What follows belongs to an exercise in optimizing a design on an open flow for small area; a production flow would make more cautious choices. Function was checked by simulation only, so behaviour that the tests miss may differ from the original.

// ESLab_VGA
module ESLab_VGA(CLOCK_50,RESET,VGA_R,VGA_G,VGA_B,VGA_BLANK_N,VGA_CLK,VGA_HS,VGA_SYNC_N,VGA_VS,
                 KEY,SW,LEDR,LEDG);
input         CLOCK_50;
input         RESET;
output [7:0]  VGA_B;
output        VGA_BLANK_N;
output        VGA_CLK;
output [7:0]  VGA_G;
output        VGA_HS;
output [7:0]  VGA_R;
output        VGA_SYNC_N;
output        VGA_VS;
input  [3:0]  KEY;
input  [1:0]  SW;
output [1:0]  LEDR;
output [3:0]  LEDG;
wire [10:0] q;
wire [9:0]  y;
wire [4:0]  r;
wire        move_en, border, head;
assign LEDR = SW;
assign LEDG = KEY;
assign VGA_SYNC_N = 1'b1;
assign VGA_B = 8'h00;
vga_time_generator vga0(.clk(CLOCK_50), .rst(RESET), .q(q), .y(y), .r(r), .vga_clk(VGA_CLK),
                        .vga_hs(VGA_HS), .vga_vs(VGA_VS), .vga_blank(VGA_BLANK_N), .border(border));
tick_clock tick(.q(q), .r(r), .move_en(move_en));
snakebody snake(.CLOCK_50(CLOCK_50), .rst(RESET), .move_en(move_en), .q(q), .y(y),
                .start(SW[1]), .reset(SW[0]), .KEY(KEY), .head(head));
assign VGA_R = (VGA_BLANK_N & border) ? 8'hFF : 8'h10;
  ...
==> module tick_clock, before the edit <==
module tick_clock(
  input  [10:0] q,
  input  [4:0]  r,
  output        move_en
);
assign move_en =
  (q == 11'd178  & r == 5'd28) | (q == 11'd378  & r == 5'd31) |
  (q == 11'd578  & r == 5'd9)  | (q == 11'd778  & r == 5'd12) |
  (q == 11'd978  & r == 5'd15) | (q == 11'd1178 & r == 5'd18) |
  (q == 11'd1826 & r == 5'd21) | (q == 11'd2026 & r == 5'd25);
endmodule
==> module vga_time_generator, before the edit <==
module vga_time_generator(
  input             clk,
  input             rst,
  output reg [10:0] q,
  output reg [9:0]  y,
  output reg [4:0]  r,
  output            vga_clk,
  output            vga_hs,
  output            vga_vs,
  output            vga_blank,
  output            border
);
function ge11(input [10:0] v, input [10:0] c);
  integer i; reg t;
  begin t = 1'b1; for (i = 0; i < 11; i = i + 1) t = c[i] ? (v[i] & t) : (v[i] | t); ge11 = t; end
endfunction
function ge10(input [9:0] v, input [9:0] c);
  integer i; reg t;
  begin t = 1'b1; for (i = 0; i < 10; i = i + 1) t = c[i] ? (v[i] & t) : (v[i] | t); ge10 = t; end
endfunction
reg fresh;    
wire q_jump = q[10] & ~q[9] & (&q[7:1]) & ~q[0];    
wire line   = (q == 11'd1951);                        
wire y_jump = ~y[9] & y[8] & y[7] & y[6] & (&y[4:0]);  
reg [10:0] q_inc; reg [9:0] y_inc; reg [4:0] r_inc; reg r_cy;
integer i; reg c;
always @(*) begin
  c = 1'b1;
  for (i = 0; i < 11; i = i + 1) begin q_inc[i] = q[i] ^ c; c = c & q[i]; end
  c = line;
  for (i = 0; i < 10; i = i + 1) begin y_inc[i] = y[i] ^ c; c = c & y[i]; end
  c = line;
  for (i = 0; i < 5; i = i + 1) begin r_inc[i] = r[i] ^ c; c = c & r[i]; end
  r_cy = c;
end
always @(posedge clk) begin
  fresh <= rst;
  q <= (rst | q_jump) ? 11'd1727 : q_inc;
  y <= (rst | (line & y_jump)) ? 10'd979 : y_inc;
  r <= (rst | r_cy) ? 5'd7 : r_inc;
end
assign vga_clk   = ~q[0];
assign vga_hs    = ~fresh & (~ge11(q, 11'd1760) | ge11(q, 11'd1952));
assign vga_vs    = ~fresh & ~(y == 10'd989 || y == 10'd990);
assign vga_blank = ~(q[10] & q[9] & (q[8] | q[6])) & ~y[9];
assign border    = ~ge11(q, 11'd43) | ge11(q, 11'd1241) | ~ge10(y, 10'd21) | ge10(y, 10'd460);
endmodule
==> module ESLab_VGA, before the edit <==
module ESLab_VGA(CLOCK_50,RESET,VGA_R,VGA_G,VGA_B,VGA_BLANK_N,VGA_CLK,VGA_HS,VGA_SYNC_N,VGA_VS,
                 KEY,SW,LEDR,LEDG);
input         CLOCK_50;
input         RESET;
output [7:0]  VGA_B;
output        VGA_BLANK_N;
output        VGA_CLK;
output [7:0]  VGA_G;
output        VGA_HS;
output [7:0]  VGA_R;
output        VGA_SYNC_N;
output        VGA_VS;
input  [3:0]  KEY;
input  [1:0]  SW;
output [1:0]  LEDR;
output [3:0]  LEDG;
wire [10:0] q;
wire [9:0]  y;
wire [4:0]  r;
wire        move_en, border, head;
assign LEDR = SW;
assign LEDG = KEY;
assign VGA_SYNC_N = 1'b1;
assign VGA_B = 8'h00;
vga_time_generator vga0(.clk(CLOCK_50), .rst(RESET), .q(q), .y(y), .r(r), .vga_clk(VGA_CLK),
                        .vga_hs(VGA_HS), .vga_vs(VGA_VS), .vga_blank(VGA_BLANK_N), .border(border));
tick_clock tick(.q(q), .r(r), .move_en(move_en));
snakebody snake(.CLOCK_50(CLOCK_50), .rst(RESET), .move_en(move_en), .q(q), .y(y),
                .start(SW[1]), .reset(SW[0]), .KEY(KEY), .head(head));
assign VGA_R = (VGA_BLANK_N & border) ? 8'hFF : 8'h10;
assign VGA_G = (VGA_BLANK_N & head)   ? 8'hFF : 8'h10;
endmodule
==> flow/config.mk <==
export PLATFORM = sky130hd
export DESIGN_NAME = ESLab_VGA
export DESIGN_NICKNAME = ESLab_VGA
export VERILOG_FILES = /design/flow/design.v
export SDC_FILE = /design/flow/constraint.sdc
export NUM_CORES = 4
export LEC_CHECK = 0
export ABC_AREA = 1
export CAP_MARGIN = 20
export CORE_MARGIN = 2
export CORE_UTILIZATION = 40
export SLEW_MARGIN = 20
==> flow/constraint.sdc <==
create_clock -name core_clock -period 20.0 [get_ports {CLOCK_50}]
set_input_delay 4.0000 -clock core_clock [delete_from_list [all_inputs] [get_ports {CLOCK_50}]]
set_output_delay 4.0000 -clock core_clock [all_outputs]
set_load 0.01 [all_outputs]
standard.sh (not shown) runs the stock make flow with config.mk's settings and CLKGATE_MAP_FILE= SYNTH_SCRIPT=/design/flow/synth_recipe.tcl, a recipe that flattens the netlist after the stock synthesis.
==> flow/flow/run.sh <==
#!/bin/bash
set -uo pipefail
W=$(pwd)
F=$W/flow
R=$W/orfs/results/$FLOW_PLATFORM/ESLab_VGA/base
YOSYS=$FLOW_HOME/../tools/install/yosys/bin/yosys
export LIB=$FLOW_HOME/platforms/sky130hd/lib/sky130_fd_sc_hd__tt_025C_1v80.lib
export TOP=$FLOW_TOP

bash standard.sh synth > std_synth.log 2>&1 || exit 1
cp $R/1_2_yosys.v std.v

export DU="$(grep -oE 'cell \("sky130_fd_sc_hd__(lpflow|probe)[a-z0-9_]*' $LIB | sed 's/cell ("/-dont_use /' | tr '\n' ' ')"
$YOSYS -q -p "read_liberty -ignore_miss_func $LIB; write_verilog -noattr models_raw.v" > models.log 2>&1
python3 $F/models.py models_raw.v models.v >> models.log 2>&1
export MODELS=$W/models.v

# candidate NAME: make cand_NAME.v, then check it
reopt() {  # name script
  MODELS=$W/models.v IN_V=$W/std.v OUT_V=$W/cand_$1.v ABC_SCRIPT=$F/$2 $YOSYS -c $F/reopt.tcl > cand_$1.log 2>&1
}
own() {    # name script
  DESIGN_V=$W/design.v OUT_V=$W/own_$1.v ABC_SCRIPT=$F/$2 $YOSYS -c $F/own.tcl > cand_$1.log 2>&1 &&
  python3 $F/rename.py std.v own_$1.v cand_$1.v >> cand_$1.log 2>&1
}
reopt A abc.script &
own B abc.script &
reopt C abc_deep.script &
own D abc_deep.script &
wait

best=std; best_area=1e12
for c in A B C D; do
  [[ -f cand_$c.v ]] || continue
  if IN_V=$W/std.v OUT_V=$W/cand_$c.v $YOSYS -c $F/equiv.tcl > equiv_$c.log 2>&1; then
    a=$($YOSYS -q -p "read_liberty -lib $LIB; read_verilog cand_$c.v; hierarchy -top $TOP; tee -o /dev/stdout stat -liberty $LIB" 2>/dev/null | grep "Chip area" | awk '{print $NF}')
    echo "candidate $c: proven equivalent, area $a" >> choice.txt
    if [[ -n "$a" ]] && python3 -c "import sys; sys.exit(0 if float('$a') < float('$best_area') else 1)"; then
      best=$c; best_area=$a
    fi
  else
    echo "candidate $c: not proven equivalent" >> choice.txt
  fi
done
echo "chosen: $best" >> choice.txt
if [[ $best != std ]]; then cp cand_$best.v $R/1_2_yosys.v; fi
touch $R/1_2_yosys.v

export BUFFER_PORTS_ARGS="-buffer_cell sky130_fd_sc_hd__buf_1"
export CTS_ARGS="-sink_clustering_enable -repair_clock_nets -dont_use_dummy_load -buf_list sky130_fd_sc_hd__clkbuf_8"
bash standard.sh finish > std_finish.log 2>&1 || exit 1
test -f out/final.def
Other scripts of this flow, unchanged in this note and not shown: flow/flow/abc.script, flow/flow/abc_deep.script, flow/flow/equiv.tcl, flow/flow/models.py, flow/flow/own.tcl, flow/flow/rename.py, flow/flow/reopt.tcl
Then changed:
--- a/flow/design.v
+++ b/flow/design.v
@@ -1,20 +1,17 @@
 module tick_clock(
-  input  [10:0] q,
-  input  [4:0]  r,
-  output        move_en
+  input        step200,
+  input  [4:0] w,
+  output       move_en
 );
-assign move_en =
-  (q == 11'd178  & r == 5'd28) | (q == 11'd378  & r == 5'd31) |
-  (q == 11'd578  & r == 5'd9)  | (q == 11'd778  & r == 5'd12) |
-  (q == 11'd978  & r == 5'd15) | (q == 11'd1178 & r == 5'd18) |
-  (q == 11'd1826 & r == 5'd21) | (q == 11'd2026 & r == 5'd25);
+assign move_en = step200 & (w == 5'd19);
 endmodule
 module vga_time_generator(
   input             clk,
   input             rst,
   output reg [10:0] q,
   output reg [9:0]  y,
-  output reg [4:0]  r,
+  output reg [4:0]  w,
+  output            step200,
   output            vga_clk,
   output            vga_hs,
   output            vga_vs,
@@ -32,23 +29,26 @@
 reg fresh;    
 wire q_jump = q[10] & ~q[9] & (&q[7:1]) & ~q[0];    
 wire line   = (q == 11'd1951);                        
+wire [7:0] qh = q[10:3];
+assign step200 = (q[2:0] == 3'd2) &
+  (qh == 8'd22 | qh == 8'd47 | qh == 8'd72 | qh == 8'd97 | qh == 8'd122 | qh == 8'd147 | qh == 8'd228 | qh == 8'd253);
 wire y_jump = ~y[9] & y[8] & y[7] & y[6] & (&y[4:0]);  
-reg [10:0] q_inc; reg [9:0] y_inc; reg [4:0] r_inc; reg r_cy;
+reg [10:0] q_inc; reg [9:0] y_inc; reg [4:0] w_inc; reg w_cy;
 integer i; reg c;
 always @(*) begin
   c = 1'b1;
   for (i = 0; i < 11; i = i + 1) begin q_inc[i] = q[i] ^ c; c = c & q[i]; end
   c = line;
   for (i = 0; i < 10; i = i + 1) begin y_inc[i] = y[i] ^ c; c = c & y[i]; end
-  c = line;
-  for (i = 0; i < 5; i = i + 1) begin r_inc[i] = r[i] ^ c; c = c & r[i]; end
-  r_cy = c;
+  c = step200;
+  for (i = 0; i < 5; i = i + 1) begin w_inc[i] = w[i] ^ c; c = c & w[i]; end
+  w_cy = c;
 end
 always @(posedge clk) begin
   fresh <= rst;
   q <= (rst | q_jump) ? 11'd1727 : q_inc;
   y <= (rst | (line & y_jump)) ? 10'd979 : y_inc;
-  r <= (rst | r_cy) ? 5'd7 : r_inc;
+  w <= (rst | w_cy) ? 5'd7 : w_inc;
 end
 assign vga_clk   = ~q[0];
 assign vga_hs    = ~fresh & (~ge11(q, 11'd1760) | ge11(q, 11'd1952));
@@ -140,15 +140,16 @@
 output [3:0]  LEDG;
 wire [10:0] q;
 wire [9:0]  y;
-wire [4:0]  r;
+wire [4:0]  w;
+wire        step200;
 wire        move_en, border, head;
 assign LEDR = SW;
 assign LEDG = KEY;
 assign VGA_SYNC_N = 1'b1;
 assign VGA_B = 8'h00;
-vga_time_generator vga0(.clk(CLOCK_50), .rst(RESET), .q(q), .y(y), .r(r), .vga_clk(VGA_CLK),
+vga_time_generator vga0(.clk(CLOCK_50), .rst(RESET), .q(q), .y(y), .w(w), .step200(step200), .vga_clk(VGA_CLK),
                         .vga_hs(VGA_HS), .vga_vs(VGA_VS), .vga_blank(VGA_BLANK_N), .border(border));
-tick_clock tick(.q(q), .r(r), .move_en(move_en));
+tick_clock tick(.step200(step200), .w(w), .move_en(move_en));
 snakebody snake(.CLOCK_50(CLOCK_50), .rst(RESET), .move_en(move_en), .q(q), .y(y),
                 .start(SW[1]), .reset(SW[0]), .KEY(KEY), .head(head));
 assign VGA_R = (VGA_BLANK_N & border) ? 8'hFF : 8'h10;
Outcome: The changed run completed without violations; fmax hardly moves; first-iteration DRC count rises by 8.8%; worst setup slack is about the same; cell count hardly moves; core utilization falls by 0.27 points; worst hold slack improves by 7.4 ps.

[port drivers added, routing unchanged]
The results above use ideal ports. As a check the final layouts listed here were re-extracted and re-timed, cells and wires unchanged.
Step 1 sets driving cells, clkbuf_16 on the clock port and buf_2 on the other inputs (assumed; they add their load-dependent delay and slew).
Step 2 adds t to the input delays and takes it off the output delays; t is the mean of the earliest and latest rising clock arrival at the registers after step 1. Input paths then give back, and output paths get back, about the clock's delay inside the block.
Three values: ideal ports, drivers, drivers and shift; two values: the first two.
| run | shift t [ns] | slack for setup (ns) | worst data-port slew with drivers (ns) |
|---|---|---|---|
| the first run | 0.332 | 11.717 / 11.694 / 11.694 | 0.03 |
| the second run | 0.324 | 11.718 / 11.696 / 11.696 | 0.03 |
After both steps setup and hold are still met in every run listed. The setup slack of the first run, which loses most, moves by -0.023 ns with the drivers and by -0.023 ns with both steps.
